This is an optimization exercise on Yosys and OpenROAD, whose aim is small area, not a production implementation.
RTL that was checked went through simulation tests only; none was proved equivalent to the original.
Function not checked in runs 6 and 7: the RTL went through the layout flow alone.
The clock cells of runs 5 to 8 come from the design's own scripts or RTL, not from TritonCTS.
The clock port is modelled as an ideal driver, which makes a skipped or thinned clock tree look cheaper than it is; a real chip needs a root buffer or a tree.
Power and IR drop assume default switching activity.

==> design/flow/design.v <==
module debouncing #(
    parameter integer THRESHOLD = 100
)(
    input  wire clk,
    input  wire reset,
    input  wire btn,
    output reg  transmit
);
    reg ff1, ff2;
    reg [6:0] count;
    wire at_top = (count == THRESHOLD[6:0]);
    wire at_bot = (count == 7'd0);
    always @(posedge clk) begin
        if (reset) begin
            ff1 <= 1'b0;
            ff2 <= 1'b0;
            count <= 7'd0;
            transmit <= 1'b0;
        end else begin
            ff1 <= btn;
            ff2 <= ff1;
            if (ff2) begin
                if (!at_top) count <= count + 7'd1;
            end else begin
                if (!at_bot) count <= count - 7'd1;
            end
            transmit <= at_top;
        end
    end
endmodule
module transmitter #(
    parameter integer CLK_FREQ  = 1000000,
    parameter integer BAUD_RATE = 9600
)(
    input  wire        clk,
    input  wire        reset,
    input  wire [7:0]  data_in,
    input  wire        transmit,
    output wire        txd,
    output wire        tx_done,
    output wire        mem_we      
);
    localparam integer BAUD_COUNT = CLK_FREQ / BAUD_RATE;
    localparam [3:0] S_DONE = 4'd0, S_IDLE_WE = 4'd1, S_IDLE = 4'd2,
                     S_PRE_WE = 4'd5, S_PRE = 4'd6, S_START = 4'd7;
    reg [3:0] st;
    reg [6:0] baudcnt;
    reg [7:0] data;
    wire active  = st[3] | st[2];
    wire baud_end = (baudcnt == BAUD_COUNT - 1);
    wire idle    = ~st[3] & ~st[2];
    always @(posedge clk) begin
        baudcnt <= (active & ~baud_end) ? baudcnt + 7'd1 : 7'd0;
        if (idle & transmit) data <= data_in;
    end
    always @(posedge clk) begin
        if (reset) begin
            st <= S_IDLE;
        end else begin
            if (idle) begin
                if (st == S_DONE) st <= transmit ? S_PRE_WE : S_IDLE_WE;
                else              st <= transmit ? S_PRE    : S_IDLE;
            end else if (st == S_PRE_WE || baud_end) begin
                st <= st + 4'd1;
            end
        end
    end
    assign txd     = st[3] ? data[st[2:0]] : (st != S_START);
    assign tx_done = (st == S_DONE);
    assign mem_we  = (st == S_IDLE_WE) | (st == S_PRE_WE);
endmodule
module receiver #(
    parameter integer CLK_FREQ   = 1000000,
    parameter integer BAUD_RATE  = 9600,
    parameter integer DIV_SAMPLE = 4
)(
    input  wire       clk,
    input  wire       rst,
    input  wire       rxd,
    output wire [7:0] rxddata,
    output wire       data_ready,
    output wire       mem_re       
);
    localparam integer DIV_COUNTER = CLK_FREQ / (BAUD_RATE * DIV_SAMPLE);
    localparam [5:0] S_READY = 6'd40, S_RE = 6'd41, S_IDLE = 6'd63;
    reg [4:0] baudcnt;
    reg [5:0] st;
    reg [9:1] rxshift;
    wire tick   = (baudcnt == DIV_COUNTER - 1);
    wire idle   = (st == S_IDLE);
    wire active = (st < 6'd40);
    assign rxddata = rxshift[8:1];
    always @(posedge clk) begin
        if (rst) begin
            baudcnt <= 5'd0;
            st <= S_IDLE;
            rxshift <= 9'h1FF;
        end else begin
            baudcnt <= tick ? 5'd0 : baudcnt + 5'd1;
            if (st == S_RE)
                st <= S_IDLE;
            else if (st == S_READY || (tick & active) || (tick & idle & ~rxd))
                st <= st + 6'd1;
            if (tick & active & (st[1:0] == 2'd1))
                rxshift <= {rxd, rxshift[9:2]};
        end
    end
    assign data_ready = (st == S_READY);
    assign mem_re     = (st == S_RE);
endmodule
module shared_mem #(
    parameter integer WIDTH = 8
)(
    input  wire clk,
    input  wire we,
    input  wire [WIDTH-1:0] wdata,
    input  wire re,
    output reg  [WIDTH-1:0] rdata
);
    reg [WIDTH-1:0] last;
    always @(posedge clk) begin
        if (we) last <= wdata;
        if (re) rdata <= last;
    end
endmodule
module topmodule #(
    parameter integer CLK_FREQ = 1000000,
    parameter integer BAUD_RATE = 9600,
    parameter integer DB_THRES = 100
)(
    input  wire [7:0] data_in,
    input  wire clk,
    input  wire btn,
    input  wire reset,
    output wire txd,
    output wire [7:0] mem_out_data,
    output wire [3:0] mem_wr_addr,
    output wire tx_done_dbg,
    output wire rx_ready_dbg,
    output wire [7:0] rx_byte_dbg
);
    wire transmit_db;
    wire tx_done;
    wire rx_ready;
    wire mem_we, mem_re;
    reg [3:0] write_addr;
    debouncing #(.THRESHOLD(DB_THRES)) DB (
        .clk(clk), .reset(reset), .btn(btn), .transmit(transmit_db)
    );
    transmitter #(.CLK_FREQ(CLK_FREQ), .BAUD_RATE(BAUD_RATE)) TX (
        .clk(clk), .reset(reset), .data_in(data_in),
        .transmit(transmit_db), .txd(txd), .tx_done(tx_done), .mem_we(mem_we)
    );
    receiver #(.CLK_FREQ(CLK_FREQ), .BAUD_RATE(BAUD_RATE)) RX (
        .clk(clk), .rst(reset), .rxd(txd), .rxddata(rx_byte_dbg),
        .data_ready(rx_ready), .mem_re(mem_re)
    );
    shared_mem #(.WIDTH(8)) MEM (
        .clk(clk), .we(mem_we), .wdata(data_in), .re(mem_re), .rdata(mem_out_data)
    );
    always @(posedge clk) begin
        if (reset) write_addr <= 4'd0;
        else if (tx_done) write_addr <= write_addr + 4'd1;
    end
    assign mem_wr_addr = write_addr;
    assign tx_done_dbg = tx_done;
    assign rx_ready_dbg = rx_ready;
endmodule
==> design/flow/flow/run.sh <==
#!/bin/bash
# Standard ORFS layout, with smaller port buffers and no CTS dummy loads.
cp standard.sh standard_sh_copy.txt
export BUFFER_PORTS_ARGS="-buffer_cell sky130_fd_sc_hd__buf_1"
export CTS_ARGS="-sink_clustering_enable -repair_clock_nets -dont_use_dummy_load"
bash standard.sh > standard.log 2>&1
==> design/flow/standard.sh <==
#!/bin/bash
# synth_recipe.tcl (not shown) runs the flow's synth.tcl, then flattens the netlist and writes it again
# the make line also repeats each setting of config.mk as NAME=value (left out here)
make -C /OpenROAD-flow-scripts/flow DESIGN_CONFIG=/design/flow/config.mk WORK_HOME=/design/flow/orfs CLKGATE_MAP_FILE= SYNTH_SCRIPT=/design/flow/synth_recipe.tcl "${@:-finish}"
==> design/flow/config.mk <==
export PLATFORM = sky130hd
export DESIGN_NAME = topmodule
export DESIGN_NICKNAME = topmodule
export VERILOG_FILES = /design/flow/design.v
export SDC_FILE = /design/flow/constraint.sdc
export NUM_CORES = 4
export LEC_CHECK = 0
export CAP_MARGIN = 20
export CORE_MARGIN = 2
export CORE_UTILIZATION = 40
export SLEW_MARGIN = 20
==> design/flow/constraint.sdc <==
create_clock -name core_clock -period 10.0 [get_ports {clk}]
set_input_delay 2.0000 -clock core_clock [delete_from_list [all_inputs] [get_ports {clk}]]
set_output_delay 2.0000 -clock core_clock [all_outputs]
set_load 0.01 [all_outputs]
==> impl_metrics.json, run 1 <==
{
  "report.final.hold_viol_count": 0,
  "place_congestion": 0.773,
  "vias_per_cell": 4.90,
  "timing.hold.ws_ps": 421,
  "final_layout_size_suffix_gt1_share_pct": 6.58,
  "crit_slowest_cell": "dfxtp_1",
  "arr_time_crit_path_ps": 1870,
  "vias": 2063,
  "worst_hold_path_type": "reg2reg",
  "drt_iter0_markers": 117,
  "port_buffers": 33,
  "final_cell_area_mm2": 0.00337,
  "worst_pin_slew_ps": 936,
  "postSynthCellCount": 291,
  "grt_remaining_overflow": 0,
  "slew_violations": 0,
  "antenna_found_initial": 0,
  "synth_async_sr_flop_share_pct": 0,
  "rows": 32,
  "synth_top_area_cell": "dfxtp_1",
  "cts_sinks": 69,
  "crit_chain": "mux2i_1 -> a22oi_1 -> nand3_1 -> a21oi_1 -> buf_1",
  "power.density_cell_area_mw_per_mm2": 203,
  "cts_tree": "done",
  "crit_fanout": 10,
  "route.detailed.wl_per_inst_um": 11.8,
  "antenna_cells_inserted": 0,
  "die_width_um": 91.8,
  "route.detailed.drc": 0,
  "grt_util_all_layers_pct": 13.0,
  "timing.final.ws_setup_ps": 6130,
  "detailed_place.area_mm2": 0.00325,
  "status": "complete, no violations",
  "cts_buffer_depth": 2,
  "design.portCount": 34,
  "die-height_um": 91.8,
  "cts_buffers": 9,
  "critPathCaptureType": "output port",
  "synthTopCellsByArea": "dfxtp_1, edfxtp_1, ha_1",
  "ant_nets": 0,
  "syn-cell-area_mm2": 0.00308,
  "grt_pass1_wl_um": 8670,
  "postCtsHoldBufs": 0,
  "dr.pass1.iters": 4,
  "p_leak_nw": 1.34,
  "postCtsSetupBuffers": 0,
  "rr_worst_depth": 7,
  "hold_path_depth": 0,
  "netlist-cell-type-count": 47,
  "max_cap_viol": 0,
  "place_worst_setup_slack_ps": 6500,
  "slew_headroom_pct": 37.5,
  "synth_ff_type": "dfxtp_1",
  "required_ps": 8000,
  "drt-total-wl_um": 4970,
  "syn2layout_area_growth_pct": 9.42,
  "layout_worst_path_cycle_share_pct": 38.7,
  "cts_resized": 0,
  "clock_skew_ps": 21.6,
  "crit_start": "TX.st[2]",
  "top_cell_type_s_share_of_synthesized_area_pct": 29.2,
  "power.ir.vdd_worst_v": 0.0000864,
  "clk-insertion-delay-late_ps": 350,
  "worst_hold_startpoint": "MEM.last[0]",
  "cts-htree-levels": 3,
  "timing.rr.start": "DB.ff2",
  "seq_area_frac_synth_pct": 52.6,
  "detailed_place_hpwl_um": 3500,
  "synth.yosys.warnings": 5,
  "crit_path_start_kind": "flop",
  "cts_root_buffer": "clkbuf_8",
  "timing.setup.critical_path_class": "reg2out",
  "final.setup.tns_ps": 0,
  "clk_pin_slew_ps": 80,
  "ys_ff_latch": 69,
  "synth_enable_flop_cells": 24,
  "fmaxAchievable_mhz": 259,
  "postSynthNetCount": 318,
  "cpPeakStageDelay_ps": 590,
  "design.final.nets": 348,
  "design.die.area_mm2": 0.00843,
  "timing.final.crit_period_ps": 3870,
  "grt_start_max_net_pins": 33,
  "report.final.setup_viol": 0,
  "grt_pass1_vias": 1998,
  "syn_area_per_cell_um2": 10.6,
  "core_region_area_mm2": 0.00761,
  "rsz0062_at_grt": "false",
  "start_util_pct": 40.5
}
## critical path: cells and delay by family, from the launching register on
kind / cells / cell delay, ps
muxes: 1 / 130
and+or+nand+nor: 1 / 140
AOI/OAI and AO/OA: 2 / 490
DFF: 1 / 590
buffers and inverters: 1 / 190
## stage by stage
stage	instances	util, %	total power, W
2_1_floorplan	291	-	0.000491
3_3_place_gp	412	42.7	0.000521
3_5_place_dp	412	42.7	0.000523
4_1_cts	421	44.3	0.000693
5_1_grt	421	44.3	0.000734
6_report	421	44.3	0.000683
## power by group
part           leakage [nW]  total [W]  internal, W  switching (W)
Clock                0.0647   0.000168    0.0000800      0.0000877
Sequential            0.582   0.000344     0.000314      0.0000308
Combinational         0.692   0.000171    0.0000805      0.0000908
Total                  1.34   0.000683     0.000474       0.000209
## synthesized netlist by cell type, types with 2 or more instances
| cell type | instances |
|---|---|
| inv_1 | 18 |
| nand4_1 | 2 |
| nor3_1 | 7 |
| buf_4 | 9 |
| xnor2_1 | 4 |
| a211o_1 | 10 |
| or2_2 | 2 |
| buf_2 | 2 |
| o21ai_0 | 8 |
| o31ai_1 | 2 |
| nand2_1 | 4 |
| mux2i_1 | 10 |
| o21a_1 | 2 |
| or3_1 | 2 |
| nor2_1 | 36 |
| a21o_1 | 2 |
| and3_1 | 3 |
| a21oi_1 | 10 |
| nor2b_1 | 11 |
| o21ai_1 | 4 |
| a211oi_1 | 3 |
| a21oi_2 | 3 |
| a22oi_1 | 2 |
| clkbuf_1 | 3 |
| ha_1 | 15 |
| and2_1 | 6 |
| nand3_1 | 16 |
| dfxtp_1 | 45 |
| edfxtp_1 | 24 |
| xor2_1 | 9 |
## cells in the final DEF, fill, tap and decap left out, types with 11 or more instances in the layout
master and instances:
dfxtp_1 45, nor2_1 36, buf_1 33, edfxtp_1 24, inv_1 18, nand3_1 16
ha_1 15, nor2b_1 11
## cell type report
cell class                      instances  area [µm²]
Fill cell                             737        4230
Clock buffer                            9         124
Timing Repair Buffer                   34         131
Multi-Input combinational cell        189        1300
Tap cell                              102         128
Sequential cell                        69        1620
Inverter                               18        67.6
## kinds of logic after synthesis
family          Yosys count  synth area share [%]
compound gates           52                  11.9
flops                    69                  52.6
fa+ha+maj                16                  6.74
mux                      11                  3.61
simple gates             97                  16.3
buf+inv                  33                  5.19
xor+xnor                 13                  3.69
## layer usage
metal / up-vias / GRT usage [%] / share of wire [%]
li1: 1074 / - / -
met1: 944 / 15.3 / 47
met2: 35 / 21.3 / 46
met3: 10 / 4.03 / 4.1
met4: 0 / 6.84 / 2.2
met5: - / 0 / 0
## final timing paths
| kind | slack (ps) | endpoint |
|---|---|---|
| setup reg to reg | 7730 | DB.count[6] |
| setup / recovery | 6130 | txd |
| hold / removal | 420 | MEM.rdata[0] |
| hold reg to reg | 420 | MEM.rdata[0] |
## state kept, by name (all words and copies together), names as in the netlist, 4 cells and up
signal and count:
RX.st 6, TX.data 8, DB.count 7, RX.baudcnt 5, MEM.last 8, TX.st 4
RX.rxshift 9, TX.baudcnt 7, write_addr 4, MEM.rdata 8
==> run 2: changes to the inputs <==
==> design/flow/flow/run.sh (replaced) <==
#!/bin/bash
export BUFFER_PORTS_ARGS="-buffer_cell sky130_fd_sc_hd__buf_1"
export CTS_ARGS="-sink_clustering_enable -repair_clock_nets -dont_use_dummy_load -sink_clustering_size 100 -sink_clustering_max_diameter 500 -buf_list sky130_fd_sc_hd__clkbuf_16 -root_buf sky130_fd_sc_hd__clkbuf_16"
bash standard.sh > standard.log 2>&1
==> impl_metrics.json, run 2 <==
{
  "arr_time_crit_path_ps": 1840,
  "worst_hold_path_type": "reg2reg",
  "design_power_total_w": 0.000771,
  "post-synth-top-count-cell": "dfxtp_1",
  "crit_path_start_kind": "flop",
  "largest-register": "RX.rxshift",
  "postSynthNetCount": 318,
  "required_ps": 8000,
  "clock_skew_ps": 15.6,
  "synth_top_area_cell": "dfxtp_1",
  "max_reg_flops": 9,
  "clk-insertion-delay-late_ps": 330,
  "cts-htree-levels": 3,
  "timing.final.ws_setup_ps": 6160,
  "vias_per_cell": 4.90,
  "place_worst_setup_slack_ps": 6500,
  "syn2layout_area_growth_pct": 12.7,
  "netlist-cell-type-count": 47,
  "report.final.setup_viol": 0,
  "synth.yosys.warnings": 5,
  "core_region_area_mm2": 0.00761,
  "drt_iter0_markers": 137,
  "syn-cell-area_mm2": 0.00308,
  "ff_latch_area_mm2": 0.00162,
  "die_width_um": 91.8,
  "timing.setup.critical_path_class": "reg2out",
  "multi_input_comb_area_mm2": 0.00130,
  "mostFrequentLayoutCell": "dfxtp_1",
  "final_util_pct": 45.7,
  "postSynthCellCount": 291,
  "final_layout_size_suffix_gt1_share_pct": 6.58,
  "timing.hold.ws_ps": 418,
  "postCtsHoldBufs": 0,
  "cts_sinks": 69,
  "slew_headroom_pct": 36.1,
  "postCtsSetupBuffers": 0,
  "mostFrequentLayoutCells": "dfxtp_1, nor2_1, buf_1",
  "top_cell_type_s_share_of_synthesized_area_pct": 29.2,
  "status": "complete, no violations",
  "cts_root_buffer": "clkbuf_16",
  "grt_pass1_wl_um": 8710,
  "fillers": 729,
  "power.ir.vdd_worst_v": 0.0000845,
  "rsz0062_at_grt": "false",
  "cts_resized": 0,
  "syn_area_per_cell_um2": 10.6,
  "cpPeakStageDelay_ps": 580,
  "vias": 2063,
  "crit_slowest_cell": "dfxtp_1",
  "synth_ff_type": "dfxtp_1",
  "place_congestion": 0.773,
  "antenna_found_initial": 0,
  "rows": 32,
  "max_cap_viol": 0,
  "final.setup.tns_ps": 0,
  "route.detailed.drc": 0,
  "fmaxAchievable_mhz": 260,
  "seq_area_frac_synth_pct": 52.6,
  "antenna_cells_inserted": 0,
  "start_util_pct": 40.5,
  "cts_buffers": 9,
  "design.final.nets": 348,
  "p_leak_nw": 1.38,
  "grt_start_max_net_pins": 33,
  "cts_tree": "done",
  "grt_util_all_layers_pct": 13.1,
  "grt_remaining_overflow": 0,
  "slew_violations": 0,
  "port_buffers": 33,
  "grt_pass1_vias": 2012,
  "yosys-top-cells-count": "dfxtp_1, nor2_1, edfxtp_1, inv_1, nand3_1",
  "cts_buffer_depth": 2,
  "report.final.hold_viol_count": 0,
  "timing.final.crit_period_ps": 3840,
  "drt-total-wl_um": 4970,
  "crit_chain": "mux2i_1 -> a22oi_1 -> nand3_1 -> a21oi_1 -> buf_1",
  "detailed_place_hpwl_um": 3500,
  "synth_enable_flop_cells": 24,
  "crit_fanout": 10,
  "dr.pass1.iters": 4,
  "layout_worst_path_cycle_share_pct": 38.4,
  "synthTopCellsByArea": "dfxtp_1, edfxtp_1, ha_1",
  "worst_pin_slew_ps": 956,
  "critPathCaptureType": "output port",
  "route.detailed.wl_per_inst_um": 11.8,
  "ys_ff_latch": 69,
  "design.portCount": 34,
  "clk_pin_slew_ps": 60,
  "design.die.area_mm2": 0.00843,
  "power.density_cell_area_mw_per_mm2": 222,
  "ant_nets": 0,
  "die-height_um": 91.8,
  "synth_async_sr_flop_share_pct": 0
}
run 2: cell counts after synthesis:
No cell type changed its count.
run 2: stage by stage:
stage / cell area [µm²] / cells
floorplan: 3080 / 291
global placement: 3250 / 412
detailed placement: 3250 / 412
CTS: 3470 / 421
global route: 3470 / 421
finish: 3470 / 421
run 2: path summary, 6_finish.rpt:
kind	cells past startpoint	to	start	slack, ps
min reg2reg	0	MEM.rdata[0]	MEM.last[0]	420
min	0	MEM.rdata[0]	MEM.last[0]	420
max	5	txd	TX.st[2]	6160
max reg2reg	7	DB.count[6]	DB.ff2	7730
run 2: cell type report:
type	instances	area share (%)
well taps	102	3.67
repair buffers	34	3.78
flip-flops and latches	69	46.7
inverters	18	1.94
clock buffers	9	6.48
multi-input cells	189	37.5
run 2: metal layers:
layer,GRT usage [%],wire length [µm]
met1,15.7,2350
met2,21.4,2330
met3,3.78,189
met4,6.72,95
met5,0,0
run 2: cell families after synthesis:
group	Yosys count	share of synthesized area, %
XOR/XNOR	13	3.69
multiplexers	11	3.61
AO/OA/AOI/OAI	52	11.9
AND/OR/NAND/NOR	97	16.3
flip-flops	69	52.6
adder cells (fa/ha/maj)	16	6.74
buffers and inverters	33	5.19
run 2: power breakdown:
part	total, W	switching (W)	internal, W	leakage, nW
clock	0.000254	0.0000975	0.000157	0.111
combinational	0.000171	0.0000907	0.0000806	0.692
sequential	0.000345	0.0000306	0.000314	0.582
run 2: critical path, delay by kind of cell (launching register included):
family	cells	cell delay, ps
DFF	1	580
muxes	1	130
and+or+nand+nor	1	140
AOI/OAI and AO/OA	2	490
buffers and inverters	1	190
==> run 3: changes to the inputs <==
==> design/flow/flow/run.sh (replaced) <==
#!/bin/bash
export BUFFER_PORTS_ARGS="-buffer_cell sky130_fd_sc_hd__buf_1"
export CTS_ARGS="-sink_clustering_enable -repair_clock_nets -dont_use_dummy_load -sink_clustering_size 100 -sink_clustering_max_diameter 500 -sink_buffer_max_cap_derate 1.0 -buf_list sky130_fd_sc_hd__clkbuf_8 -root_buf sky130_fd_sc_hd__clkbuf_8"
bash standard.sh > standard.log 2>&1
==> impl_metrics.json, run 3 <==
{
  "place_congestion": 0.773,
  "synth_enable_flop_cells": 24,
  "crit_fanout": 10,
  "timing.setup.critical_path_class": "reg2out",
  "crit_path_start_kind": "flop",
  "power.density_cell_area_mw_per_mm2": 203,
  "max_cap_viol": 0,
  "grt_start_max_net_pins": 33,
  "route.detailed.wl_per_inst_um": 11.8,
  "slew_violations": 0,
  "die-height_um": 91.8,
  "crit_slowest_cell": "dfxtp_1",
  "design.die.area_mm2": 0.00843,
  "timing.rr.start": "DB.ff2",
  "vias_per_cell": 4.90,
  "syn2layout_area_growth_pct": 9.42,
  "synth_top_area_cell": "dfxtp_1",
  "cell_family_contributing_the_most_delay_on_the_critical_path": "flip-flops",
  "detailed_place.area_mm2": 0.00325,
  "cts_buffer_depth": 2,
  "cts-htree-levels": 3,
  "worst_pin_slew_ps": 936,
  "postSynthNetCount": 318,
  "synth_ff_type": "dfxtp_1",
  "cts_resized": 0,
  "layout_worst_path_cycle_share_pct": 38.7,
  "final_layout_size_suffix_gt1_share_pct": 6.58,
  "largest-register": "RX.rxshift",
  "crit_chain": "mux2i_1 -> a22oi_1 -> nand3_1 -> a21oi_1 -> buf_1",
  "clock_skew_ps": 21.6,
  "critPathCaptureType": "output port",
  "clk-insertion-delay-late_ps": 350,
  "rrSetupSlack_ps": 7730,
  "ys_ff_latch": 69,
  "worstReg2RegEnd": "DB.count[6]",
  "cts_tree": "done",
  "arr_time_crit_path_ps": 1870,
  "design.portCount": 34,
  "clk_pin_slew_ps": 80,
  "yosys-top-cells-count": "dfxtp_1, nor2_1, edfxtp_1, inv_1, nand3_1",
  "antenna_cells_inserted": 0,
  "mostFrequentLayoutCell": "dfxtp_1",
  "core_region_area_mm2": 0.00761,
  "top_cell_type_s_share_of_synthesized_area_pct": 29.2,
  "max_reg_flops": 9,
  "design.final.nets": 348,
  "required_ps": 8000,
  "cpPeakStageDelay_ps": 590,
  "rr_worst_depth": 7,
  "report.final.hold_viol_count": 0,
  "postCtsSetupBuffers": 0,
  "power.ir.vdd_worst_v": 0.0000864,
  "mostFrequentLayoutCells": "dfxtp_1, nor2_1, buf_1",
  "seq_area_frac_synth_pct": 52.6,
  "path_buf_inv": 1,
  "slew_headroom_pct": 37.5,
  "synth_async_sr_flop_share_pct": 0,
  "cts_sinks": 69,
  "grt_util_all_layers_pct": 13.0,
  "netlist-cell-type-count": 47,
  "cts_buffers": 9,
  "status": "complete, no violations",
  "post-synth-top-count-cell": "dfxtp_1",
  "worst_hold_path_type": "reg2reg",
  "hold_path_depth": 0,
  "port_buffers": 33,
  "start_util_pct": 40.5,
  "die_width_um": 91.8,
  "rows": 32,
  "drt-total-wl_um": 4970,
  "report.final.setup_viol": 0,
  "grt_pass1_wl_um": 8670,
  "dr.pass1.iters": 4,
  "p_leak_nw": 1.34,
  "worst_hold_startpoint": "MEM.last[0]",
  "grt_remaining_overflow": 0,
  "route.detailed.drc": 0,
  "cts_root_buffer": "clkbuf_8",
  "synth.yosys.warnings": 5,
  "final.setup.tns_ps": 0,
  "grt_pass1_vias": 1998,
  "antenna_found_initial": 0,
  "synthTopCellsByArea": "dfxtp_1, edfxtp_1, ha_1",
  "syn-cell-area_mm2": 0.00308,
  "postCtsHoldBufs": 0,
  "fmaxAchievable_mhz": 259,
  "rsz0062_at_grt": "false",
  "final_cell_area_mm2": 0.00337,
  "timing.final.crit_period_ps": 3870,
  "drt_iter0_markers": 117,
  "syn_area_per_cell_um2": 10.6,
  "ant_nets": 0,
  "detailed_place_hpwl_um": 3500,
  "vias": 2063,
  "hold-path-endpoint": "MEM.rdata[0]",
  "postSynthCellCount": 291
}
==> run 3: per-layer routing <==
layer	vias to the layer above	GRT usage [%]	wire length, µm
met4	0	6.84	108
met5	-	0	0
met2	35	21.3	2300
li1	1074	-	-
met3	10	4.03	206
met1	944	15.3	2360
==> run 3: kinds of logic after synthesis <==
| kind of cell | count (synthesis) | synth area share, % |
|---|---|---|
| simple gates | 97 | 16.3 |
| flops | 69 | 52.6 |
| xor+xnor | 13 | 3.69 |
| compound gates | 52 | 11.9 |
| mux | 11 | 3.61 |
| buf+inv | 33 | 5.19 |
| fa+ha+maj | 16 | 6.74 |
==> run 3: metrics by stage <==
step	power [W]	instances	utilization [%]	hold WS (ps)	worst slack, ps
after floorplan	0.000491	291	-	400	6840
after global placement	0.000521	412	42.7	401	6520
after detailed placement	0.000523	412	42.7	405	6500
after CTS	0.000693	421	44.3	422	6120
after global routing	0.000734	421	44.3	433	6000
final	0.000683	421	44.3	421	6130
==> run 3: layout make-up <==
class                   instances  area, µm²
inverters                      18       67.6
repair buffers                 34        131
multi-input cells             189       1300
clock buffers                   9        124
well taps                     102        128
fillers                       737       4230
flip-flops and latches         69       1620
==> run 3: worst reg2reg max path, cell delays in order (launching register included) <==
cell	delay [ps]
dfxtp_1	380
inv_1	160
fa_1	460
a211oi_1	290
o21bai_1	120
a21oi_1	200
mux2i_1	220
mux2_1	330
==> run 3: where the power goes <==
| part | switching, W | internal (W) |
|---|---|---|
| clock network | 0.0000877 | 0.0000800 |
| logic | 0.0000908 | 0.0000805 |
| registers | 0.0000308 | 0.000314 |
==> run 3: worst max-delay path by stage <==
stage	startpoint	endpoint	slack, ps	cells after the start
after global routing	TX.st[2]	txd	6000	5
after global placement	TX.st[2]	txd	6520	5
final	TX.st[2]	txd	6130	5
after CTS	TX.st[2]	txd	6120	5
after floorplan	TX.st[2]	txd	6840	5
after detailed placement	TX.st[2]	txd	6500	5
==> run 4: changes to the inputs <==
==> design/flow/run.sh (new file) <==
#!/bin/bash
# synth_recipe.tcl (not shown) runs the flow's synth.tcl, then flattens the netlist and writes it again
# the make line also repeats each setting of config.mk as NAME=value (left out here)
make -C /OpenROAD-flow-scripts/flow DESIGN_CONFIG=/design/flow/config.mk WORK_HOME=/design/flow/orfs CLKGATE_MAP_FILE= SYNTH_SCRIPT=/design/flow/synth_recipe.tcl finish
removed: design/flow/flow/run.sh
removed: design/flow/standard.sh
==> impl_metrics.json, run 4 <==
{
  "status": "complete, no violations",
  "route.detailed.drc": 0,
  "crit_start": "TX.st[2]",
  "design.portCount": 34,
  "start_util_pct": 40.5,
  "synth_enable_flop_cells": 24,
  "grt_remaining_overflow": 0,
  "yosys-top-cells-count": "dfxtp_1, nor2_1, edfxtp_1, inv_1, nand3_1",
  "syn_area_per_cell_um2": 10.6,
  "vias": 2091,
  "largest-register": "RX.rxshift",
  "final_layout_size_suffix_gt1_share_pct": 8.28,
  "synth_ff_type": "dfxtp_1",
  "postCtsSetupBuffers": 0,
  "timing.rr.start": "DB.ff2",
  "postSynthNetCount": 318,
  "rsz0062_at_grt": "false",
  "fillers": 720,
  "cts_tree": "done",
  "final.setup.tns_ps": 0,
  "syn2layout_area_growth_pct": 18.3,
  "cts_buffer_depth": 2,
  "ys_ff_latch": 69,
  "antenna_found_initial": 0,
  "clock_skew_ps": 9.00,
  "required_ps": 8000,
  "mostFrequentLayoutCell": "dfxtp_1",
  "die-height_um": 91.8,
  "drt-total-wl_um": 5110,
  "port_buffers": 33,
  "place_worst_setup_slack_ps": 6090,
  "p_leak_nw": 1.46,
  "worst_pin_slew_ps": 839,
  "report.final.setup_viol": 0,
  "grt_util_all_layers_pct": 13.5,
  "postCtsHoldBufs": 0,
  "power.ir.vdd_worst_v": 0.0000940,
  "netlist-cell-type-count": 47,
  "antenna_cells_inserted": 0,
  "timing.final.crit_period_ps": 4260,
  "mostFrequentLayoutCells": "dfxtp_1, nor2_1, clkdlybuf4s50_1",
  "synth_top_area_cell": "dfxtp_1",
  "path_buf_inv": 1,
  "clk_pin_slew_ps": 80,
  "post-synth-top-count-cell": "dfxtp_1",
  "drt_iter0_markers": 106,
  "route.detailed.wl_per_inst_um": 11.9,
  "timing.setup.critical_path_class": "reg2out",
  "combPwrFrac_pct": 24.2,
  "place_congestion": 0.766,
  "fmaxAchievable_mhz": 235,
  "syn-cell-area_mm2": 0.00308,
  "top_cell_type_s_share_of_synthesized_area_pct": 29.2,
  "swShare_pct": 30.6,
  "grt_pass1_wl_um": 8950,
  "timing.hold.ws_ps": 414,
  "rrSetupSlack_ps": 7740,
  "design.final.nets": 348,
  "synth_async_sr_flop_share_pct": 0,
  "cts_sinks": 69,
  "vias_per_cell": 4.89,
  "timing.final.ws_setup_ps": 5740,
  "max_cap_viol": 0,
  "slew_violations": 0,
  "synth.yosys.warnings": 5,
  "rows": 32,
  "worst_hold_startpoint": "MEM.last[3]",
  "power.density_cell_area_mw_per_mm2": 204,
  "crit_slowest_cell": "dfxtp_1",
  "core_region_area_mm2": 0.00761,
  "slew_headroom_pct": 43.9,
  "synthTopCellsByArea": "dfxtp_1, edfxtp_1, ha_1",
  "crit_path_start_kind": "flop",
  "cts_buffers": 9,
  "grt_pass1_vias": 1973,
  "dr.pass1.iters": 4,
  "cell_family_contributing_the_most_delay_on_the_critical_path": "flip-flops",
  "postSynthCellCount": 291,
  "layout_worst_path_cycle_share_pct": 42.6,
  "worst_hold_path_type": "reg2reg",
  "cpPeakStageDelay_ps": 580,
  "cts_root_buffer": "clkbuf_8",
  "grt_start_max_net_pins": 33,
  "arr_time_crit_path_ps": 2260,
  "max_reg_flops": 9,
  "cts-htree-levels": 3,
  "power_spent_charging_and_discharging_nets_w": 0.000228,
  "crit_fanout": 10,
  "seq_area_frac_synth_pct": 52.6,
  "crit_chain": "mux2i_1 -> a22oi_1 -> nand3_1 -> a21oi_1 -> clkdlybuf4s50_1",
  "cts_resized": 0,
  "critPathCaptureType": "output port",
  "power_frac_seq_pct": 46.2,
  "ant_nets": 0,
  "detailed_place_hpwl_um": 3560,
  "power.share.clock_pct": 29.5,
  "die_width_um": 91.8,
  "design.die.area_mm2": 0.00843,
  "clk-insertion-delay-late_ps": 340,
  "internal-power_w": 0.000516,
  "report.final.hold_viol_count": 0
}
## run 4: changes by cell type in the layout (fill, tap and decap cells not counted), sizes merged
cell / before / now
clkinv: 0 / 3
buf: 34 / 1
clkinvlp: 0 / 2
clkdlybuf4s50: 0 / 33
clkbuf: 9 / 10
bufinv: 0 / 1
## run 4: power by group through the flow
| stage | sequential [W] | clock [W] | combinational (W) |
|---|---|---|---|
| final | 0.000344 | 0.000220 | 0.000180 |
| after global routing | 0.000350 | 0.000239 | 0.000207 |
| after CTS | 0.000344 | 0.000225 | 0.000182 |
| after detailed placement | 0.000351 | 0 | 0.000181 |
| after global placement | 0.000350 | 0 | 0.000179 |
| after floorplan | 0.000339 | 0 | 0.000152 |
## run 4: path summary, 6_finish.rpt
check,to,cells past startpoint
max reg2reg,DB.count[6],7
min reg2reg,MEM.rdata[3],0
min,MEM.rdata[3],0
max,txd,5
## run 4: stage by stage
stage	instances	total power (W)	cell area [µm²]	util [%]
2_1_floorplan	291	0.000491	3080	-
3_3_place_gp	412	0.000529	3460	45.4
3_5_place_dp	412	0.000531	3460	45.4
4_1_cts	428	0.000751	3650	47.9
5_1_grt	428	0.000796	3650	47.9
6_report	428	0.000744	3650	47.9
## run 4: cell families after synthesis
logic type      after synthesis  share of synthesized area (%)
simple gates                 97                           16.3
flops                        69                           52.6
compound gates               52                           11.9
buf+inv                      33                           5.19
fa+ha+maj                    16                           6.74
xor+xnor                     13                           3.69
mux                          11                           3.61
## run 4: layout make-up
class / count / area [µm²] / area share [%]
Multi-Input combinational cell: 189 / 1300 / 35.7
Clock inverter: 6 / 63.8 / 1.75
Clock buffer: 10 / 128 / 3.50
Timing Repair Buffer: 34 / 338 / 9.26
Tap cell: 102 / 128 / 3.50
Sequential cell: 69 / 1620 / 44.5
Inverter: 18 / 67.6 / 1.85
## run 4: worst reg2reg max path, cell delays in order, from the launching register on
cell and delay (ps):
dfxtp_1 370, inv_1 150, fa_1 460, a211oi_1 290, o21bai_1 120, a21oi_1 200
mux2i_1 230, mux2_1 330
## run 4: metal layers
metal	share of wire (%)	GRT usage, %	vias to the layer above
met5	0	0	-
met2	45	20.6	33
met1	49	17.1	970
met4	2.0	6.72	0
met3	4.0	4.52	8
li1	-	-	1080
==> run 5: changes to the inputs <==
==> design/flow/flow/run.sh (new file) <==
#!/bin/bash
# Standard ORFS layout with three changes: 1-um buf_1 cells as the port
# buffers, and the clock tree replaced by a single clock buffer that drives
# every register (see pre_cts.tcl).
set -euo pipefail
here=$(pwd)
export BUFFER_PORTS_ARGS="-buffer_cell sky130_fd_sc_hd__buf_1"
export PRE_CTS_TCL="$here/flow/pre_cts.tcl"
export CLK_BUF_CELL="${CLK_BUF_CELL:-sky130_fd_sc_hd__clkbuf_8}"
export NCLK="${NCLK:-4}"
bash standard.sh > standard.log 2>&1
==> design/flow/flow/pre_cts.tcl (new file) <==
# Replace TritonCTS's H-tree (9 buffers for ~70 sinks) with one level of
# clock buffers: the clock sinks are split into NCLK groups by position
# (halves in x, then halves in y) and each group gets its own buffer, placed
# at the group's centre and driven by the clock port.
set block [ord::get_db_block]
set dbu [$block getDbUnitsPerMicron]
set clk_net [$block findNet clk]
set sinks {}
foreach it [$clk_net getITerms] {
  set inst [$it getInst]
  set loc [$inst getLocation]
  lappend sinks [list [lindex $loc 0] [lindex $loc 1] "[$inst getName]/[[$it getMTerm] getName]"]
}
proc split_groups {groups axis} {
  set out {}
  foreach g $groups {
    set s [lsort -integer -index $axis $g]
    set h [expr {[llength $s] / 2}]
    lappend out [lrange $s 0 [expr {$h - 1}]] [lrange $s $h end]
  }
  return $out
}
set groups [list $sinks]
set ng $::env(NCLK)
set axis 0
while {[llength $groups] < $ng} {
  set groups [split_groups $groups $axis]
  set axis [expr {1 - $axis}]
}
set i 0
foreach g $groups {
  set sx 0; set sy 0; set pins {}
  foreach s $g {
    set sx [expr {$sx + [lindex $s 0]}]
    set sy [expr {$sy + [lindex $s 1]}]
    lappend pins [get_pins [lindex $s 2]]
  }
  set n [llength $g]
  set cx [expr {double($sx) / $n / $dbu}]
  set cy [expr {double($sy) / $n / $dbu}]
  puts "clock group $i: $n sinks, buffer at $cx $cy"
  insert_buffer -buffer_cell $::env(CLK_BUF_CELL) -net clk -load_pins $pins \
    -location [list $cx $cy] -buffer_name clkbuf_$i -net_name clk_$i
  incr i
}
rename clock_tree_synthesis orig_clock_tree_synthesis
proc clock_tree_synthesis {args} { puts "clock_tree_synthesis skipped: clock buffers inserted by pre_cts.tcl" }
==> design/flow/standard.sh (new file) <==
#!/bin/bash
# synth_recipe.tcl (not shown) runs the flow's synth.tcl, then flattens the netlist and writes it again
# the make line also repeats each setting of config.mk as NAME=value (left out here)
make -C /OpenROAD-flow-scripts/flow DESIGN_CONFIG=/design/flow/config.mk WORK_HOME=/design/flow/orfs CLKGATE_MAP_FILE= SYNTH_SCRIPT=/design/flow/synth_recipe.tcl "${@:-finish}"
removed: design/flow/run.sh
==> impl_metrics.json, run 5 <==
{
  "status": "complete, no violations",
  "antenna_cells_inserted": 0,
  "cts_resized": 0,
  "synth_ff_type": "dfxtp_1",
  "final_cell_area_mm2": 0.00330,
  "synth_top_area_cell": "dfxtp_1",
  "grt_util_all_layers_pct": 11.6,
  "report.final.setup_viol": 0,
  "netlist-cell-type-count": 47,
  "worst_hold_path_type": "reg2reg",
  "post-synth-top-count-cell": "dfxtp_1",
  "required_ps": 8000,
  "die_width_um": 91.8,
  "ys_ff_latch": 69,
  "slew_headroom_pct": 38.0,
  "max_cap_viol": 0,
  "clk-insertion-delay-late_ps": 160,
  "yosys-top-cells-count": "dfxtp_1, nor2_1, edfxtp_1, inv_1, nand3_1",
  "grt_start_max_net_pins": 33,
  "mostFrequentLayoutCell": "dfxtp_1",
  "postSynthCellCount": 291,
  "seq_area_frac_synth_pct": 52.6,
  "design.die.area_mm2": 0.00843,
  "design.portCount": 34,
  "design.final.nets": 343,
  "largest-register": "RX.rxshift",
  "route.detailed.drc": 0,
  "core_region_area_mm2": 0.00761,
  "power.density_cell_area_mw_per_mm2": 187,
  "port_buffers": 33,
  "mostFrequentLayoutCells": "dfxtp_1, nor2_1, buf_1",
  "clk_pin_slew_ps": 110,
  "syn2layout_area_growth_pct": 7.18,
  "synth_enable_flop_cells": 24,
  "report.final.hold_viol_count": 0,
  "clock_skew_ps": 11.8,
  "worst_pin_slew_ps": 929,
  "antenna_found_initial": 0,
  "arr_time_crit_path_ps": 1690,
  "rsz0062_at_grt": "false",
  "design_power_total_w": 0.000619,
  "syn_area_per_cell_um2": 10.6,
  "grt_pass1_wl_um": 8490,
  "synthTopCellsByArea": "dfxtp_1, edfxtp_1, ha_1",
  "layout_worst_path_cycle_share_pct": 36.9,
  "ant_nets": 0,
  "p_leak_nw": 1.30,
  "top_cell_type_s_share_of_synthesized_area_pct": 29.2,
  "critPathCaptureType": "output port",
  "detailed_place_hpwl_um": 3500,
  "drt_iter0_markers": 125,
  "place_congestion": 0.773,
  "final.setup.tns_ps": 0,
  "vias": 2031,
  "dr.pass1.iters": 4,
  "drt-total-wl_um": 4840,
  "power.ir.vdd_worst_v": 0.0000769,
  "vias_per_cell": 4.88,
  "grt_pass1_vias": 1954,
  "crit_fanout": 10,
  "synth.yosys.warnings": 5,
  "detailed_place.area_mm2": 0.00325,
  "crit_path_start_kind": "flop",
  "timing.final.crit_period_ps": 3690,
  "die-height_um": 91.8,
  "postCtsHoldBufs": 0,
  "final_layout_size_suffix_gt1_share_pct": 5.10,
  "postCtsSetupBuffers": 0,
  "max_reg_flops": 9,
  "slew_violations": 0,
  "fmaxAchievable_mhz": 271,
  "start_util_pct": 40.5,
  "route.detailed.wl_per_inst_um": 11.6,
  "synth_async_sr_flop_share_pct": 0,
  "finalNonFillerCells": 416,
  "final_util_pct": 43.4,
  "grt_remaining_overflow": 0,
  "dp.cells": 412,
  "postSynthNetCount": 318,
  "timing.setup.critical_path_class": "reg2out",
  "rows": 32,
  "syn-cell-area_mm2": 0.00308
}
[run 5: path summary, 6_finish.rpt]
kind / startpoint / endpoint / slack, ps / depth (start not counted)
setup / recovery: TX.st[2] / txd / 6310 / 5
hold / removal: MEM.last[7] / MEM.rdata[7] / 420 / 0
setup reg to reg: DB.ff2 / DB.count[6] / 7720 / 7
hold reg to reg: MEM.last[7] / MEM.rdata[7] / 420 / 0
[run 5: worst max-delay path, stage by stage (launching register included)]
cell     delay, ps
dfxtp_1        590
mux2i_1        130
a22oi_1        300
nand3_1        140
a21oi_1        190
buf_1          190
[run 5: metal layers]
| metal | global-route usage [%] | wire length (µm) | vias to the layer above |
|---|---|---|---|
| met5 | 0 | 0 | - |
| met4 | 1.37 | 71 | 0 |
| met3 | 1.15 | 182 | 4 |
| met2 | 21.1 | 2280 | 29 |
| met1 | 15.3 | 2300 | 934 |
| li1 | - | - | 1064 |
[run 5: metrics by stage]
step,setup slack (ps),hold slack (ps)
after floorplan,6840,400
after global placement,6520,401
after detailed placement,6500,405
after CTS,6500,405
after global routing,6170,438
final,6310,419
[run 5: area by class of cell, clock buffers not listed]
class	count	area, µm²
Multi-Input combinational cell	189	1300
Tap cell	102	128
Sequential cell	69	1620
Inverter	18	67.6
Fill cell	744	4300
Timing Repair Buffer	34	131
[run 5: report_power, final]
group | switching (W) | internal (W) | total, W
Clock | 0.0000672 | 0.0000372 | 0.000104
Sequential | 0.0000304 | 0.000313 | 0.000344
Combinational | 0.0000908 | 0.0000806 | 0.000171
[run 5: cells by family (layout without fill, tap and decap cells)]
| group | Yosys count | after routing | synth area share, % |
|---|---|---|---|
| xor gates and xnor gates | 13 | 13 | 3.69 |
| DFF | 69 | 69 | 52.6 |
| AOI/OAI and AO/OA | 52 | 52 | 11.9 |
| and+or+nand+nor | 97 | 97 | 16.3 |
| adders and majority gates | 16 | 16 | 6.74 |
| buffers and inverters | 33 | 56 | 5.19 |
| muxes | 11 | 11 | 3.61 |
==> run 6: changes to the inputs <==
--- a/design/flow/design.v
+++ b/design/flow/design.v
@@ -9,5 +9,10 @@
     reg ff1, ff2;
-    reg [6:0] count;
-    wire at_top = (count == THRESHOLD[6:0]);
-    wire at_bot = (count == 7'd0);
+    reg [6:0] cnt;
+    function automatic h(input [5:0] x);
+        h = ~(x[5] ^ (x[4] & ~(x[1] ^ x[3])));
+    endfunction
+    wire top    = &cnt;                  
+    wire bottom = ~|cnt;                 
+    wire f = (cnt[6] ^ h(cnt[5:0])) | top;
+    wire g = (cnt[0] ^ h(cnt[6:1])) & ~bottom;
     always @(posedge clk) begin
@@ -16,3 +21,3 @@
             ff2 <= 1'b0;
-            count <= 7'd0;
+            cnt <= 7'd0;
             transmit <= 1'b0;
@@ -21,8 +26,4 @@
             ff2 <= ff1;
-            if (ff2) begin
-                if (!at_top) count <= count + 7'd1;
-            end else begin
-                if (!at_bot) count <= count - 7'd1;
-            end
-            transmit <= at_top;
+            cnt <= ff2 ? {cnt[5:0], f} : {g, cnt[6:1]};
+            transmit <= top;
         end
@@ -49,6 +50,6 @@
     wire active  = st[3] | st[2];
-    wire baud_end = (baudcnt == BAUD_COUNT - 1);
+    wire baud_end = ~baudcnt[6] & baudcnt[5] & ~baudcnt[4] & baudcnt[1] & ~baudcnt[0];    
     wire idle    = ~st[3] & ~st[2];
     always @(posedge clk) begin
-        baudcnt <= (active & ~baud_end) ? baudcnt + 7'd1 : 7'd0;
+        baudcnt <= (active & ~baud_end) ? {~baudcnt[5:0], baudcnt[0] ^ baudcnt[6]} : 7'd0;
         if (idle & transmit) data <= data_in;
@@ -88,3 +89,3 @@
     reg [9:1] rxshift;
-    wire tick   = (baudcnt == DIV_COUNTER - 1);
+    wire tick   = baudcnt[4] & baudcnt[2] & baudcnt[0];    
     wire idle   = (st == S_IDLE);
@@ -93,4 +94,7 @@
     always @(posedge clk) begin
+        if (rst | tick) baudcnt <= 5'd0;
+        else            baudcnt <= {~baudcnt[3:0], baudcnt[1] ^ baudcnt[4]};
+    end
+    always @(posedge clk) begin
         if (rst) begin
-            baudcnt <= 5'd0;
             st <= S_IDLE;
@@ -98,3 +102,2 @@
         end else begin
-            baudcnt <= tick ? 5'd0 : baudcnt + 5'd1;
             if (st == S_RE)
==> design/flow/flow/run.sh (replaced) <==
#!/bin/bash
# Standard ORFS layout (bash standard.sh) with two changes: buf_1 cells as
# the port buffers, and TritonCTS's clock tree replaced by one level of
# clock buffers (see pre_cts.tcl). Tool output goes to standard.log and to
# ORFS's own logs under orfs/logs.
set -euo pipefail
here=$(pwd)
export BUFFER_PORTS_ARGS="-buffer_cell sky130_fd_sc_hd__buf_1"
export PRE_CTS_TCL="$here/flow/pre_cts.tcl"
export CLK_BUF_CELL="${CLK_BUF_CELL:-sky130_fd_sc_hd__clkbuf_8}"
export NCLK="${NCLK:-4}"
bash standard.sh > standard.log 2>&1
--- a/design/flow/config.mk
+++ b/design/flow/config.mk
@@ -7,2 +7,3 @@
 export LEC_CHECK = 0
+export ABC_CLOCK_PERIOD_IN_PS = 1000000
 export CAP_MARGIN = 20
==> impl_metrics.json, run 6 <==
{
  "status": "complete, no violations",
  "vias": 1784,
  "required_ps": 8000,
  "place_worst_setup_slack_ps": 6200,
  "design.portCount": 34,
  "place_congestion": 0.786,
  "synth_xor_area_share_pct": 2.44,
  "synth_enable_flop_cells": 24,
  "drt-total-wl_um": 4630,
  "route.detailed.drc": 0,
  "netlist-cell-type-count": 47,
  "postCtsHoldBufs": 0,
  "mostFrequentLayoutCells": "dfxtp_1, nor2_1, buf_1",
  "max_cap_viol": 0,
  "report.final.hold_viol_count": 0,
  "slew_headroom_pct": 35.4,
  "synth_async_sr_flop_share_pct": 0,
  "post-synth-top-count-cell": "dfxtp_1",
  "synthTopCellsByArea": "dfxtp_1, edfxtp_1, mux2i_1",
  "design.die.area_mm2": 0.00787,
  "ys_ff_latch": 69,
  "ant_nets": 0,
  "synth.yosys.warnings": 5,
  "rsz0062_at_grt": "false",
  "power.density_cell_area_mw_per_mm2": 156,
  "postSynthCellCount": 262,
  "arr_time_crit_path_ps": 1610,
  "timing.final.ws_setup_ps": 6390,
  "rows": 30,
  "timing.final.crit_period_ps": 3610,
  "die-height_um": 88.7,
  "layout_worst_path_cycle_share_pct": 36.1,
  "worst_hold_path_type": "reg2reg",
  "yosys-top-cells-count": "dfxtp_1, nor2_1, edfxtp_1, mux2i_1, nand2_1",
  "timing.setup.critical_path_class": "reg2out",
  "p_leak_nw": 1.15,
  "worst_hold_startpoint": "TX.baudcnt[2]",
  "final_cell_area_mm2": 0.00304,
  "report.final.setup_viol": 0,
  "die_width_um": 88.7,
  "crit_start": "TX.st[0]",
  "grt_util_all_layers_pct": 11.8,
  "final_layout_size_suffix_gt1_share_pct": 5.78,
  "synth.area.mux_share_pct": 8.98,
  "seq_area_frac_synth_pct": 56.5,
  "grt_pass1_wl_um": 7760,
  "crit_fanout": 9,
  "yosys.area_share.adder_pct": 3.05,
  "slew_violations": 0,
  "design_power_total_w": 0.000474,
  "synth-compound-area-share_pct": 6.89,
  "vias_per_cell": 4.78,
  "synth_top_area_cell": "dfxtp_1",
  "drt_iter0_markers": 83,
  "syn-cell-area_mm2": 0.00287,
  "max_reg_flops": 9,
  "start_util_pct": 41.8,
  "fmaxAchievable_mhz": 277,
  "synth_ff_type": "dfxtp_1",
  "route.detailed.wl_per_inst_um": 12.4,
  "largest-register": "RX.rxshift",
  "postCtsSetupBuffers": 0,
  "grt_remaining_overflow": 0,
  "detailed_place_hpwl_um": 3210,
  "power.ir.vdd_worst_v": 0.0000668,
  "antenna_found_initial": 0,
  "dominant_combinational_cell_family_by_area_after_synthesis": "simple AND/OR/NAND/NOR gates",
  "dr.pass1.iters": 4,
  "postSynthNetCount": 280,
  "cts_resized": 0,
  "timing.rr.start": "TX.st[0]",
  "final.setup.tns_ps": 0,
  "critPathCaptureType": "output port",
  "clk-insertion-delay-late_ps": 160,
  "core_region_area_mm2": 0.00687,
  "design.final.nets": 297,
  "crit_path_start_kind": "flop",
  "antenna_cells_inserted": 0,
  "detailed_place.area_mm2": 0.00298,
  "post_synthesis_share_of_cell_area_spent_on_and_or_nand_and_nor_gates_pct": 16.5,
  "syn2layout_area_growth_pct": 5.88,
  "grt_start_max_net_pins": 26,
  "mostFrequentLayoutCell": "dfxtp_1",
  "syn_area_per_cell_um2": 11.0,
  "grt_pass1_vias": 1695,
  "worst_pin_slew_ps": 967,
  "port_buffers": 33,
  "clock_skew_ps": 11.6,
  "top_cell_type_s_share_of_synthesized_area_pct": 31.4,
  "clk_pin_slew_ps": 100
}
[run 6: path summary, 6_finish.rpt]
kind | endpoint | slack (ps) | cells past startpoint
hold reg to reg | TX.baudcnt[3] | 390 | 1
setup reg to reg | TX.st[3] | 7660 | 5
setup / recovery | txd | 6390 | 4
hold / removal | TX.baudcnt[3] | 390 | 1
[run 6: cell families after synthesis]
kind of cell,after synthesis
adder cells (fa/ha/maj),7
buffers and inverters,30
multiplexers,25
AND/OR/NAND/NOR,95
AO/OA/AOI/OAI,28
flip-flops,69
XOR/XNOR,8
[run 6: critical path: stages, from the launching register on]
cell and delay (ps):
dfxtp_1 600, mux2i_1 140, o32ai_1 320, nand3b_4 240
buf_1 160
[run 6: per-layer routing]
metal	global-route usage [%]	up-vias	wire length, µm
met3	0.933	9	136
met1	16.3	833	2300
li1	-	920	-
met4	2.48	0	82
met5	0	-	0
met2	20.2	22	2110
[run 6: cell type report, clock buffers not listed]
class	count	area [µm²]
fillers	676	3830
inverters	8	30.0
multi-input cells	163	1090
flip-flops and latches	69	1620
well taps	96	120
repair buffers	33	125
[run 6: metrics by stage]
step	std cells	util (%)	hold WS, ps
finish	373	44.2	388
global placement	369	43.4	374
global route	373	44.2	403
floorplan	262	-	368
detailed placement	369	43.4	374
CTS	373	44.2	375
[run 6: where the power goes]
part | switching [W] | internal (W) | total [W] | leakage (nW)
clock | 0.0000673 | 0.0000372 | 0.000105 | 0.0288
sequential | 0.0000164 | 0.000305 | 0.000321 | 0.581
combinational | 0.0000256 | 0.0000230 | 0.0000486 | 0.538
==> run 7: changes to the inputs <==
--- a/design/flow/config.mk
+++ b/design/flow/config.mk
@@ -7,3 +7,2 @@
 export LEC_CHECK = 0
-export ABC_CLOCK_PERIOD_IN_PS = 1000000
 export CAP_MARGIN = 20
==> impl_metrics.json, run 7 <==
{
  "drt_iter0_markers": 83,
  "largest-register": "RX.rxshift",
  "report.final.setup_viol": 0,
  "port_buffers": 33,
  "post-synth-top-count-cell": "dfxtp_1",
  "die-height_um": 88.7,
  "arr_time_crit_path_ps": 1610,
  "route.detailed.drc": 0,
  "p_leak_nw": 1.15,
  "postSynthNetCount": 280,
  "cell_family_contributing_the_most_delay_on_the_critical_path": "flip-flops",
  "vias": 1784,
  "max_cap_viol": 0,
  "crit_fanout": 9,
  "die_width_um": 88.7,
  "clock_skew_ps": 11.6,
  "worst_hold_path_type": "reg2reg",
  "report.final.hold_viol_count": 0,
  "fillers": 676,
  "layout_worst_path_cycle_share_pct": 36.1,
  "ys_ff_latch": 69,
  "crit_slowest_cell": "dfxtp_1",
  "core_region_area_mm2": 0.00687,
  "design.die.area_mm2": 0.00787,
  "rsz0062_at_grt": "false",
  "critPathCaptureType": "output port",
  "crit_path_start_kind": "flop",
  "crit_chain": "mux2i_1 -> o32ai_1 -> nand3b_4 -> buf_1",
  "final_util_pct": 44.2,
  "final.setup.tns_ps": 0,
  "synth.yosys.warnings": 5,
  "grt_pass1_wl_um": 7760,
  "cpPeakStageDelay_ps": 600,
  "max_reg_flops": 9,
  "timing.setup.critical_path_class": "reg2out",
  "seq_area_frac_synth_pct": 56.5,
  "power.density_cell_area_mw_per_mm2": 156,
  "antenna_cells_inserted": 0,
  "postSynthCellCount": 262,
  "postCtsSetupBuffers": 0,
  "finalNonFillerCells": 373,
  "clk-insertion-delay-late_ps": 160,
  "syn_area_per_cell_um2": 11.0,
  "power_spent_charging_and_discharging_nets_w": 0.000109,
  "syn-cell-area_mm2": 0.00287,
  "detailed_place_hpwl_um": 3210,
  "power.share.clock_pct": 22.0,
  "design.final.nets": 297,
  "grt_pass1_vias": 1695,
  "antenna_found_initial": 0,
  "drt-total-wl_um": 4630,
  "grt_util_all_layers_pct": 11.8,
  "dr.pass1.iters": 4,
  "yosys-top-cells-count": "dfxtp_1, nor2_1, edfxtp_1, mux2i_1, nand2_1",
  "required_ps": 8000,
  "swShare_pct": 23.1,
  "final_layout_size_suffix_gt1_share_pct": 5.78,
  "status": "complete, no violations",
  "synth_top_area_cell": "dfxtp_1",
  "postCtsHoldBufs": 0,
  "place_worst_setup_slack_ps": 6200,
  "cp.depth": 4,
  "dp.cells": 369,
  "synth_async_sr_flop_share_pct": 0,
  "hold_path_depth": 1,
  "design.portCount": 34,
  "slew_headroom_pct": 35.4,
  "clk_pin_slew_ps": 100,
  "netlist-cell-type-count": 47,
  "synth_enable_flop_cells": 24,
  "synth_ff_type": "dfxtp_1",
  "cts_resized": 0,
  "top_cell_type_s_share_of_synthesized_area_pct": 31.4,
  "combPwrFrac_pct": 10.2,
  "power_frac_seq_pct": 67.7,
  "start_util_pct": 41.8,
  "grt_start_max_net_pins": 26,
  "synthTopCellsByArea": "dfxtp_1, edfxtp_1, mux2i_1",
  "timing.final.crit_period_ps": 3610,
  "mostFrequentLayoutCell": "dfxtp_1",
  "grt_remaining_overflow": 0,
  "syn2layout_area_growth_pct": 5.88,
  "slew_violations": 0,
  "design_power_total_w": 0.000474,
  "rows": 30,
  "place_congestion": 0.786,
  "power.ir.vdd_worst_v": 0.0000668,
  "worst_pin_slew_ps": 967,
  "internal-power_w": 0.000365,
  "timing.final.ws_setup_ps": 6390,
  "ant_nets": 0,
  "rr_worst_depth": 5,
  "path_buf_inv": 1,
  "route.detailed.wl_per_inst_um": 12.4,
  "mostFrequentLayoutCells": "dfxtp_1, nor2_1, buf_1",
  "vias_per_cell": 4.78,
  "fmaxAchievable_mhz": 277
}
-- run 7: power groups by stage --
stage               combinational, W  clock (W)  sequential [W]
floorplan                  0.0000519          0        0.000317
global placement           0.0000476          0        0.000327
detailed placement         0.0000492          0        0.000328
CTS                        0.0000496  0.0000782        0.000328
global route               0.0000555   0.000120        0.000324
finish                     0.0000486   0.000105        0.000321
-- run 7: cells by family after synthesis --
family                     after synthesis  share of synthesized area (%)
DFF                                     69                           56.5
xor gates and xnor gates                 8                           2.44
muxes                                   25                           8.98
adders and majority gates                7                           3.05
and+or+nand+nor                         95                           16.5
AOI/OAI and AO/OA                       28                           6.89
buffers and inverters                   30                           5.62
-- run 7: stage by stage --
| stage | hold slack, ps | instance area, µm² |
|---|---|---|
| 6_report | 388 | 3040 |
| 5_1_grt | 403 | 3040 |
| 3_5_place_dp | 374 | 2980 |
| 3_3_place_gp | 374 | 2980 |
| 2_1_floorplan | 368 | 2870 |
| 4_1_cts | 375 | 3040 |
-- run 7: per-layer routing --
metal | share of wire, % | global-route usage (%) | up-vias | wire [µm]
met2 | 46 | 20.2 | 22 | 2110
li1 | - | - | 920 | -
met5 | 0 | 0 | - | 0
met1 | 50 | 16.3 | 833 | 2300
met4 | 1.8 | 2.48 | 0 | 82
met3 | 2.9 | 0.933 | 9 | 136
-- run 7: worst paths after layout --
path                                     from             to  slack, ps
worst min register to register  TX.baudcnt[2]  TX.baudcnt[3]        390
worst max-delay path                 TX.st[0]            txd       6390
worst min-delay path            TX.baudcnt[2]  TX.baudcnt[3]        390
worst max register to register       TX.st[0]       TX.st[3]       7660
-- run 7: cell type report, clock buffers not listed --
| class | instances | area, µm² | area share [%] |
|---|---|---|---|
| repair buffers | 33 | 125 | 4.12 |
| inverters | 8 | 30.0 | 0.988 |
| flip-flops and latches | 69 | 1620 | 53.4 |
| well taps | 96 | 120 | 3.95 |
| multi-input cells | 163 | 1090 | 35.8 |
-- run 7: worst reg2reg max path: stages, from the launching register on --
cell and delay (ps):
dfxtp_1 600, ha_1 210, nor2b_1 760, nor2_2 190
or3_1 390, a21oi_1 140
==> run 8: changes to the inputs <==
--- a/design/flow/design.v
+++ b/design/flow/design.v
@@ -84,11 +84,4 @@
 );
-    localparam integer DIV_COUNTER = CLK_FREQ / (BAUD_RATE * DIV_SAMPLE);
-    localparam [5:0] S_READY = 6'd40, S_RE = 6'd41, S_IDLE = 6'd63;
     reg [4:0] baudcnt;
-    reg [5:0] st;
-    reg [9:1] rxshift;
-    wire tick   = baudcnt[4] & baudcnt[2] & baudcnt[0];    
-    wire idle   = (st == S_IDLE);
-    wire active = (st < 6'd40);
-    assign rxddata = rxshift[8:1];
+    wire tick = baudcnt[4] & baudcnt[2] & baudcnt[0];    
     always @(posedge clk) begin
@@ -97,17 +90,30 @@
     end
+    reg [1:0] sc;
+    reg [3:0] bc;
+    reg [9:1] rxshift;
+    wire idle   = bc[3] & bc[2];
+    wire active = ~bc[3] | (~bc[2] & ~bc[1]);
+    wire ready  = bc[3] & bc[1] & ~bc[0] & ~bc[2];
+    wire re     = bc[3] & ~bc[2] & bc[1] & bc[0];
+    wire sc_last   = sc[1] & ~sc[0];       
+    wire sc_sample = ~sc[1] & sc[0];       
+    assign rxddata = rxshift[8:1];
     always @(posedge clk) begin
         if (rst) begin
-            st <= S_IDLE;
+            sc <= 2'b00;
+            bc <= 4'hF;
             rxshift <= 9'h1FF;
         end else begin
-            if (st == S_RE)
-                st <= S_IDLE;
-            else if (st == S_READY || (tick & active) || (tick & idle & ~rxd))
-                st <= st + 6'd1;
-            if (tick & active & (st[1:0] == 2'd1))
-                rxshift <= {rxd, rxshift[9:2]};
+            if (tick & active) begin
+                sc <= {sc[0], ~sc[1]};
+                if (sc_sample) rxshift <= {rxd, rxshift[9:2]};
+            end
+            if (re)
+                bc <= 4'hF;
+            else if (ready | (tick & ((active & sc_last) | (idle & ~rxd))))
+                bc <= bc + 4'd1;
         end
     end
-    assign data_ready = (st == S_READY);
-    assign mem_re     = (st == S_RE);
+    assign data_ready = ready;
+    assign mem_re     = re;
 endmodule
==> impl_metrics.json, run 8 <==
{
  "yosys-top-cells-count": "dfxtp_1, nor2_1, nand2_1, edfxtp_1, nand3_1",
  "top_cell_type_s_share_of_synthesized_area_pct": 31.5,
  "synth_async_sr_flop_share_pct": 0,
  "postSynthCellCount": 264,
  "start_util_pct": 41.7,
  "core_region_area_mm2": 0.00687,
  "worst_pin_slew_ps": 741,
  "crit_slowest_cell": "dfxtp_1",
  "synth_enable_flop_cells": 24,
  "final_layout_size_suffix_gt1_share_pct": 6.43,
  "arr_time_crit_path_ps": 1830,
  "hold_path_depth": 1,
  "post-synth-top-count-cell": "dfxtp_1",
  "die_width_um": 88.6,
  "rows": 30,
  "mostFrequentLayoutCell": "dfxtp_1",
  "clk_pin_slew_ps": 90,
  "worst_hold_path_type": "reg2reg",
  "grt_remaining_overflow": 0,
  "worst_hold_startpoint": "TX.baudcnt[3]",
  "ys_ff_latch": 69,
  "largest-register": "RX.rxshift",
  "route.detailed.drc": 0,
  "timing.final.crit_period_ps": 3830,
  "worstReg2RegEnd": "RX.bc[1]",
  "post_synthesis_share_of_cell_area_spent_on_and_or_nand_and_nor_gates_pct": 17.9,
  "clk-insertion-delay-late_ps": 170,
  "slew_headroom_pct": 50.5,
  "crit_path_start_kind": "flop",
  "yosys.area_share.adder_pct": 2.19,
  "crit_chain": "mux2_4 -> or3_4 -> nand3_1 -> a21oi_1 -> buf_1",
  "drt_iter0_markers": 81,
  "netlist-cell-type-count": 52,
  "cts_resized": 0,
  "power.ir.vdd_worst_v": 0.0000548,
  "max_reg_flops": 9,
  "place_congestion": 0.732,
  "timing.rr.start": "TX.st[0]",
  "die-height_um": 88.6,
  "hold-path-endpoint": "TX.baudcnt[4]",
  "synth-compound-area-share_pct": 10.1,
  "drt-total-wl_um": 4390,
  "cpPeakStageDelay_ps": 600,
  "antenna_found_initial": 0,
  "dr.pass1.iters": 4,
  "synth_top_area_cell": "dfxtp_1",
  "postCtsSetupBuffers": 0,
  "status": "complete, no violations",
  "timing.hold.ws_ps": 390,
  "final_util_pct": 44.1,
  "crit_fanout": 10,
  "grt_util_all_layers_pct": 11.6,
  "report.final.setup_viol": 0,
  "design.die.area_mm2": 0.00785,
  "required_ps": 8000,
  "grt_pass1_wl_um": 7540,
  "design.portCount": 34,
  "postSynthNetCount": 280,
  "max_cap_viol": 0,
  "mostFrequentLayoutCells": "dfxtp_1, buf_1, nor2_1",
  "grt_pass1_vias": 1681,
  "power.density_cell_area_mw_per_mm2": 134,
  "fmaxAchievable_mhz": 261,
  "grt_start_max_net_pins": 30,
  "critPathCaptureType": "output port",
  "route.detailed.wl_per_inst_um": 11.7,
  "dominant_combinational_cell_family_by_area_after_synthesis": "simple AND/OR/NAND/NOR gates",
  "layout_worst_path_cycle_share_pct": 38.3,
  "syn-cell-area_mm2": 0.00286,
  "report.final.hold_viol_count": 0,
  "antenna_cells_inserted": 0,
  "timing.setup.critical_path_class": "reg2out",
  "ant_nets": 0,
  "syn_area_per_cell_um2": 10.8,
  "rr_worst_depth": 5,
  "path_buf_inv": 1,
  "postCtsHoldBufs": 0,
  "synthTopCellsByArea": "dfxtp_1, edfxtp_1, nor2_1",
  "clock_skew_ps": 17.2,
  "synth.yosys.warnings": 5,
  "synth.area.mux_share_pct": 4.85,
  "detailed_place_hpwl_um": 3040,
  "port_buffers": 33,
  "final.setup.tns_ps": 0,
  "seq_area_frac_synth_pct": 56.6,
  "rsz0062_at_grt": "false",
  "design_power_total_w": 0.000407,
  "design.final.nets": 298,
  "synth_ff_type": "dfxtp_1",
  "slew_violations": 0,
  "p_leak_nw": 1.09,
  "synth_xor_area_share_pct": 2.45,
  "vias": 1811,
  "vias_per_cell": 4.82,
  "cell_family_contributing_the_most_delay_on_the_critical_path": "flip-flops",
  "rrSetupSlack_ps": 8140,
  "syn2layout_area_growth_pct": 5.77
}
run 8: cell types whose count changed in the layout (fill, tap and decap cells not counted), moves of 2 or more:
cell	before	now
mux2i_1	22	9
nand2_1	22	29
o21ai_0	6	0
nand3_1	7	12
o211ai_1	0	4
a21oi_1	7	10
a311oi_1	0	2
and2_1	6	4
ha_1	7	5
nor2_2	2	0
or3_1	1	3
run 8: cells by family (layout without fill, tap and decap cells):
group,after synthesis,in the layout
DFF,69,69
adders and majority gates,5,5
and+or+nand+nor,105,105
xor gates and xnor gates,8,8
muxes,13,13
AOI/OAI and AO/OA,35,35
buffers and inverters,29,45
run 8: metal layers:
metal  routed length [µm]  up-vias  global-route usage, %
li1                     -      944                      -
met3                  171        4                   1.31
met4                   60        0                   1.52
met2                 2070       22                   21.0
met1                 2090      841                   15.5
met5                    0        -                      0
run 8: layout make-up, clock buffers not listed:
| type | count | area [µm²] |
|---|---|---|
| fillers | 639 | 3840 |
| well taps | 96 | 120 |
| repair buffers | 34 | 131 |
| multi-input cells | 166 | 1070 |
| flip-flops and latches | 69 | 1620 |
| inverters | 7 | 26.3 |
run 8: where the power goes:
| group | internal [W] | total [W] | leakage, nW | switching [W] |
|---|---|---|---|---|
| logic | 0.00000410 | 0.00000950 | 0.479 | 0.00000540 |
| clock network | 0.0000372 | 0.000104 | 0.0288 | 0.0000665 |
| registers | 0.000291 | 0.000294 | 0.581 | 0.00000234 |
| total | 0.000333 | 0.000407 | 1.09 | 0.0000742 |
run 8: worst max path at each step:
stage,startpoint,endpoint,slack (ps),cells past startpoint
detailed placement,TX.st[0],txd,6330,5
CTS,TX.st[0],txd,6340,5
global placement,TX.st[0],txd,6380,5
floorplan,TX.st[0],txd,6660,5
global route,TX.st[0],txd,6040,5
finish,TX.st[0],txd,6170,5
run 8: through the flow:
stage          worst slack, ps  cell area (µm²)  instances
6_report                  6170             3030        376
5_1_grt                   6040             3030        376
4_1_cts                   6340             3030        376
3_5_place_dp              6330             2970        372
3_3_place_gp              6380             2970        372
2_1_floorplan             6660             2860        264

## static timing again, ports no longer ideal
The flow's constraints put no driver on any port. The routed layouts listed below were extracted and timed again, unchanged, in two steps. Step 1 (the two cells are an assumption about what drives the block):
set clk [get_ports {clk}]
set_driving_cell -lib_cell sky130_fd_sc_hd__clkbuf_16 $clk
set_driving_cell -lib_cell sky130_fd_sc_hd__buf_2 [delete_from_list [all_inputs] $clk]
Step 2 times the ports against the registers' clock, not the clock port: input delays grow and output delays shrink by t, the midpoint of the rising clock arrivals with the driver on. a / b / c = ideal ports / drivers / drivers and shift; a / b = the first two.
| run | t, ns | slack for setup (ns) | clock arrival spread, ns | worst register clock-pin slew, ns |
|---|---|---|---|---|
| run 1 | 0.360 | 6.132 / 6.101 / 6.462 | 0.030 / 0.031 | 0.08 / 0.08 |
| run 2 | 0.355 | 6.156 / 6.123 / 6.478 | 0.021 / 0.021 | 0.06 / 0.06 |
| run 3 | 0.360 | 6.132 / 6.101 / 6.462 | 0.030 / 0.031 | 0.08 / 0.08 |
| run 4 | 0.369 | 5.738 / 5.708 / 6.077 | 0.009 / 0.009 | 0.08 / 0.08 |
| run 5 | 0.219 | 6.309 / 6.247 / 6.466 | 0.012 / 0.012 | 0.11 / 0.11 |
| run 6 | 0.215 | 6.391 / 6.335 / 6.550 | 0.012 / 0.012 | 0.11 / 0.11 |
| run 7 | 0.215 | 6.391 / 6.335 / 6.550 | 0.012 / 0.012 | 0.11 / 0.11 |
| run 8 | 0.217 | 6.166 / 6.109 / 6.326 | 0.017 / 0.017 | 0.11 / 0.11 |
After both steps every run listed still meets setup and hold.
